This design comes from an exercise in tuning for a short achievable clock period and few clock cycles on the open sky130 flow, not from production work. Where RTL was checked, it was by simulation tests only, not by an equivalence proof against the original. Power figures rest on the tool's default switching activity, not on a simulated workload.

==> flow/design.v <==
`timescale 1ns / 1ps
module riscv_cpu(clk, rst, imem_addr, imem_data, mem_addr, mem_wdata, mem_we, mem_rdata);
   input clk;
   input rst;
   output [31:0] imem_addr;
   input [31:0] imem_data;
   output [31:0] mem_addr;
   output [7:0] mem_wdata;
   output mem_we;
   input [7:0] mem_rdata;
   localparam QD = 4;    
   localparam QW = 2;    
   reg [31:0] pc_f;
   reg [31:0] ir;
   reg [31:0] pc_e;
   reg v_e;
   assign imem_addr = pc_f;
   wire [6:0] opc = ir[6:0];
   wire [2:0] f3 = ir[14:12];
   wire [6:0] f7 = ir[31:25];
   wire [4:0] rd = ir[11:7];
   wire [4:0] rs1 = ir[19:15];
   wire [4:0] rs2 = ir[24:20];
   wire is_lui   = (opc == 7'b0110111);
   wire is_auipc = (opc == 7'b0010111);
   wire is_jal   = (opc == 7'b1101111);
   wire is_jalr  = (opc == 7'b1100111);
   wire is_br    = (opc == 7'b1100011);
   wire is_ld    = (opc == 7'b0000011);
   wire is_st    = (opc == 7'b0100011);
   wire is_opi   = (opc == 7'b0010011);
   wire is_op    = (opc == 7'b0110011);
   wire [31:0] imm_i = {{20{ir[31]}}, ir[31:20]};
   wire [31:0] imm_s = {{20{ir[31]}}, ir[31:25], ir[11:7]};
   wire [31:0] imm_b = {{19{ir[31]}}, ir[31], ir[7], ir[30:25], ir[11:8], 1'b0};
   wire [31:0] imm_u = {ir[31:12], 12'b0};
   wire [31:0] imm_j = {{11{ir[31]}}, ir[31], ir[19:12], ir[20], ir[30:21], 1'b0};
   wire uses_rs1 = !(is_lui | is_auipc | is_jal);
   wire uses_rs2 = is_op | is_br | is_st;
   wire wr_alu   = is_lui | is_auipc | is_jal | is_jalr | is_opi | is_op;
   wire wr_rd    = (wr_alu | is_ld) & (rd != 5'd0);
   wire is_mem   = is_ld | is_st;
   wire [1023:0] rff;
   wire        we1, we2;
   wire [4:0]  wa1, wa2;
   wire [31:0] wd1, wd2;
   assign rff[31:0] = 32'd0;
   genvar g;
   generate
      for (g = 1; g < 32; g = g + 1) begin : R
         reg [31:0] q;
         always @(posedge clk) begin
            if (rst)
               q <= 32'd0;
            else if (we1 && wa1 == g)
               q <= wd1;
            else if (we2 && wa2 == g)
               q <= wd2;
         end
         assign rff[g*32 +: 32] = q;
      end
   endgenerate
   wire [31:0] a = rff[rs1*32 +: 32];
   wire [31:0] b = rff[rs2*32 +: 32];
   reg [31:1] busy;
   wire [31:0] busy0 = {busy, 1'b0};
   reg [QW:0] q_cnt;
   wire q_full = (q_cnt == QD);
   wire stall = v_e & ((uses_rs1 & busy0[rs1]) | (uses_rs2 & busy0[rs2]) |
                       (wr_rd & busy0[rd]) | (is_mem & q_full));
   wire go = v_e & !stall;
   wire [31:0] opb = is_op ? b : imm_i;
   wire sub = is_op & (f7 == 7'b0100000);
   wire [31:0] sum = sub ? (a - opb) : (a + opb);
   wire lt  = ($signed(a) < $signed(opb));
   wire ltu = (a < opb);
   wire big = |opb[31:5];
   wire [31:0] shl = big ? 32'd0 : (a << opb[4:0]);
   wire [31:0] shr = big ? 32'd0 : (a >> opb[4:0]);
   reg [31:0] alu;
   always @(*) begin
      case (f3)
         3'b000: alu = sum;
         3'b001: alu = shl;
         3'b010: alu = {31'd0, lt};
         3'b011: alu = {31'd0, ltu};
         3'b100: alu = a ^ opb;
         3'b101: alu = shr;
         3'b110: alu = a | opb;
         default: alu = a & opb;
      endcase
   end
   wire [31:0] pc4 = pc_e + 32'd4;
   reg [31:0] res;
   always @(*) begin
      if (is_lui)
         res = imm_u;
      else if (is_auipc)
         res = pc_e + imm_u;
      else if (is_jal | is_jalr)
         res = pc4;
      else
         res = alu;
   end
   assign we1 = go & wr_alu & (rd != 5'd0);
   assign wa1 = rd;
   assign wd1 = res;
   wire beq  = (a == b);
   wire blt  = ($signed(a) < $signed(b));
   wire bltu = (a < b);
   reg cond;
   always @(*) begin
      case (f3)
         3'b000: cond = beq;
         3'b001: cond = !beq;
         3'b100: cond = blt;
         3'b101: cond = !blt;
         3'b110: cond = bltu;
         3'b111: cond = !bltu;
         default: cond = 1'b0;
      endcase
   end
   wire taken = go & (is_jal | is_jalr | (is_br & cond));
   wire [31:0] jalr_off = imm_i + 32'd4;
   wire [31:0] target = is_jalr ? (a + jalr_off) : (pc_e + (is_jal ? imm_j : imm_b));
   always @(posedge clk) begin
      if (rst) begin
         pc_f <= 32'd4;
         v_e <= 1'b0;
      end else if (!stall) begin
         ir <= imem_data;
         pc_e <= pc_f;
         v_e <= !taken;
         pc_f <= taken ? target : (pc_f + 32'd4);
      end
   end
   wire [1:0] m_cnt = (f3[1:0] == 2'b00) ? 2'd0 : (f3[1:0] == 2'b01) ? 2'd1 : 2'd3;
   wire m_sg = !((f3 == 3'b100) | (f3 == 3'b101));
   wire [31:0] m_addr = a + (is_st ? imm_s : imm_i);
   wire mem_go = go & is_mem;
   reg        q_st   [0:QD-1];
   reg [1:0]  q_cn   [0:QD-1];
   reg        q_sg   [0:QD-1];
   reg [4:0]  q_rd   [0:QD-1];
   reg [31:0] q_ad   [0:QD-1];
   reg [31:0] q_da   [0:QD-1];
   reg [QW-1:0] q_hd, q_tl;
   reg        eb;         
   reg        e_st;
   reg [1:0]  e_cnt;      
   reg [1:0]  e_sz;
   reg [1:0]  e_idx;
   reg        e_sg;
   reg [4:0]  e_rd;
   reg [31:0] maddr;
   reg [31:0] wsh;
   reg        mwe;
   assign mem_addr = maddr;
   assign mem_wdata = wsh[7:0];
   assign mem_we = mwe;
   wire e_free = !eb | (e_cnt == 2'd0);
   wire take_q = e_free & (q_cnt != 0);
   wire take_d = e_free & (q_cnt == 0) & mem_go;
   wire push = mem_go & !take_d;
   always @(posedge clk) begin
      if (push) begin
         q_st[q_tl] <= is_st;
         q_cn[q_tl] <= m_cnt;
         q_sg[q_tl] <= m_sg;
         q_rd[q_tl] <= rd;
         q_ad[q_tl] <= m_addr;
         q_da[q_tl] <= b;
      end
   end
   always @(posedge clk) begin
      if (rst) begin
         q_cnt <= 0;
         q_hd <= 0;
         q_tl <= 0;
      end else begin
         if (push) q_tl <= q_tl + 1'b1;
         if (take_q) q_hd <= q_hd + 1'b1;
         q_cnt <= q_cnt + push - take_q;
      end
   end
   always @(posedge clk) begin
      if (rst) begin
         eb <= 1'b0;
         mwe <= 1'b0;
      end else if (take_q) begin
         eb <= 1'b1;
         e_st <= q_st[q_hd];
         mwe <= q_st[q_hd];
         e_cnt <= q_cn[q_hd];
         e_sz <= q_cn[q_hd];
         e_idx <= 2'd0;
         e_sg <= q_sg[q_hd];
         e_rd <= q_rd[q_hd];
         maddr <= q_ad[q_hd];
         wsh <= q_da[q_hd];
      end else if (take_d) begin
         eb <= 1'b1;
         e_st <= is_st;
         mwe <= is_st;
         e_cnt <= m_cnt;
         e_sz <= m_cnt;
         e_idx <= 2'd0;
         e_sg <= m_sg;
         e_rd <= rd;
         maddr <= m_addr;
         wsh <= b;
      end else if (eb & (e_cnt != 2'd0)) begin
         e_cnt <= e_cnt - 1'b1;
         e_idx <= e_idx + 1'b1;
         maddr <= maddr + 32'd1;
         wsh <= {8'd0, wsh[31:8]};
      end else begin
         eb <= 1'b0;
         mwe <= 1'b0;
      end
   end
   reg       rcv_v, rcv_last, rcv_sg;
   reg [1:0] rcv_idx, rcv_sz;
   reg [4:0] rcv_rd;
   reg [7:0] lb0, lb1, lb2, lb3;
   reg       wb_v, wb_sg;
   reg [1:0] wb_sz;
   reg [4:0] wb_rd;
   always @(posedge clk) begin
      if (rst) begin
         rcv_v <= 1'b0;
         wb_v <= 1'b0;
      end else begin
         rcv_v <= eb & !e_st;
         rcv_last <= (e_cnt == 2'd0);
         rcv_idx <= e_idx;
         rcv_sz <= e_sz;
         rcv_sg <= e_sg;
         rcv_rd <= e_rd;
         wb_v <= rcv_v & rcv_last;
         wb_sz <= rcv_sz;
         wb_sg <= rcv_sg;
         wb_rd <= rcv_rd;
      end
      if (rcv_v) begin
         case (rcv_idx)
            2'd0: lb0 <= mem_rdata;
            2'd1: lb1 <= mem_rdata;
            2'd2: lb2 <= mem_rdata;
            default: lb3 <= mem_rdata;
         endcase
      end
   end
   assign we2 = wb_v & (wb_rd != 5'd0);
   assign wa2 = wb_rd;
   assign wd2 = (wb_sz == 2'd0) ? {{24{wb_sg & lb0[7]}}, lb0} :
                (wb_sz == 2'd1) ? {{16{wb_sg & lb1[7]}}, lb1, lb0} :
                {lb3, lb2, lb1, lb0};
   integer k;
   always @(posedge clk) begin
      if (rst)
         busy <= 31'd0;
      else begin
         for (k = 1; k < 32; k = k + 1) begin
            if (mem_go & is_ld & (rd == k))
               busy[k] <= 1'b1;
            else if (wb_v & (wb_rd == k))
               busy[k] <= 1'b0;
         end
      end
   end
endmodule
make LEC_CHECK=0 CAP_MARGIN=20 CORE_MARGIN=2 CORE_UTILIZATION=30 PLACE_DENSITY=0.5 SLEW_MARGIN=20 finish   # period 22.0 ns
run.sh (not shown) runs the stock make flow with config.mk's settings and CLKGATE_MAP_FILE= SYNTH_SCRIPT=/design/flow/synth_recipe.tcl, a recipe that flattens the netlist after the stock synthesis.
Edit:
--- a/flow/design.v
+++ b/flow/design.v
@@ -70,11 +70,11 @@
                        (wr_rd & busy0[rd]) | (is_mem & q_full));
    wire go = v_e & !stall;
    wire [31:0] opb = is_op ? b : imm_i;
    wire sub = is_op & (f7 == 7'b0100000);
    wire [31:0] sum = sub ? (a - opb) : (a + opb);
-   wire lt  = ($signed(a) < $signed(opb));
+   wire lt  = ({~a[31], a[30:0]} < {~opb[31], opb[30:0]});
    wire ltu = (a < opb);
    wire big = |opb[31:5];
    wire [31:0] shl = big ? 32'd0 : (a << opb[4:0]);
    wire [31:0] shr = big ? 32'd0 : (a >> opb[4:0]);
    reg [31:0] alu;
@@ -104,11 +104,11 @@
    end
    assign we1 = go & wr_alu & (rd != 5'd0);
    assign wa1 = rd;
    assign wd1 = res;
    wire beq  = (a == b);
-   wire blt  = ($signed(a) < $signed(b));
+   wire blt  = ({~a[31], a[30:0]} < {~b[31], b[30:0]});
    wire bltu = (a < b);
    reg cond;
    always @(*) begin
       case (f3)
          3'b000: cond = beq;
Effect:
- routed wire length is higher by 0.70%
- final area is higher by 0.95%
- area after synthesis is about the same
- via count is higher by 1.0%
- setup slack improves by 420 ps
- cell count is higher by 0.36%
- register-to-register slack improves by 420 ps
- power is about the same
- clock-buffer cell count is higher by 23
- clock skew is lower by 9.4 ps
- utilization is higher by 0.27 points
- global-route usage is higher by 0.15 points
- non-clock buffer count is higher by 8
Testbench counts after the change, summed over its fixed seeds: cycles 49,607.
No functional check of the RTL was part of the first run of this note.

## port drivers added, routing unchanged
The flow's constraints put no driver on any port. The routed layouts listed below were extracted and timed again, unchanged, in two steps. Step 1 assumes that a clkbuf_16 drives the clock port and a buf_2 every other input. Step 2, shift: input delay + t, output delay - t, t = (earliest + latest rising clock arrival at the registers) / 2. This alone moves slack from input paths to output paths. Slacks: ideal / step 1 / step 2; pairs: ideal / step 1.
run	t (ns)	slack for setup (ns)	pins driven straight from the clock port
the first run	0.972	11.690 / 11.690 / 11.690	1
the second run	0.984	12.110 / 12.110 / 12.110	1
After both steps every run listed still meets setup and hold.
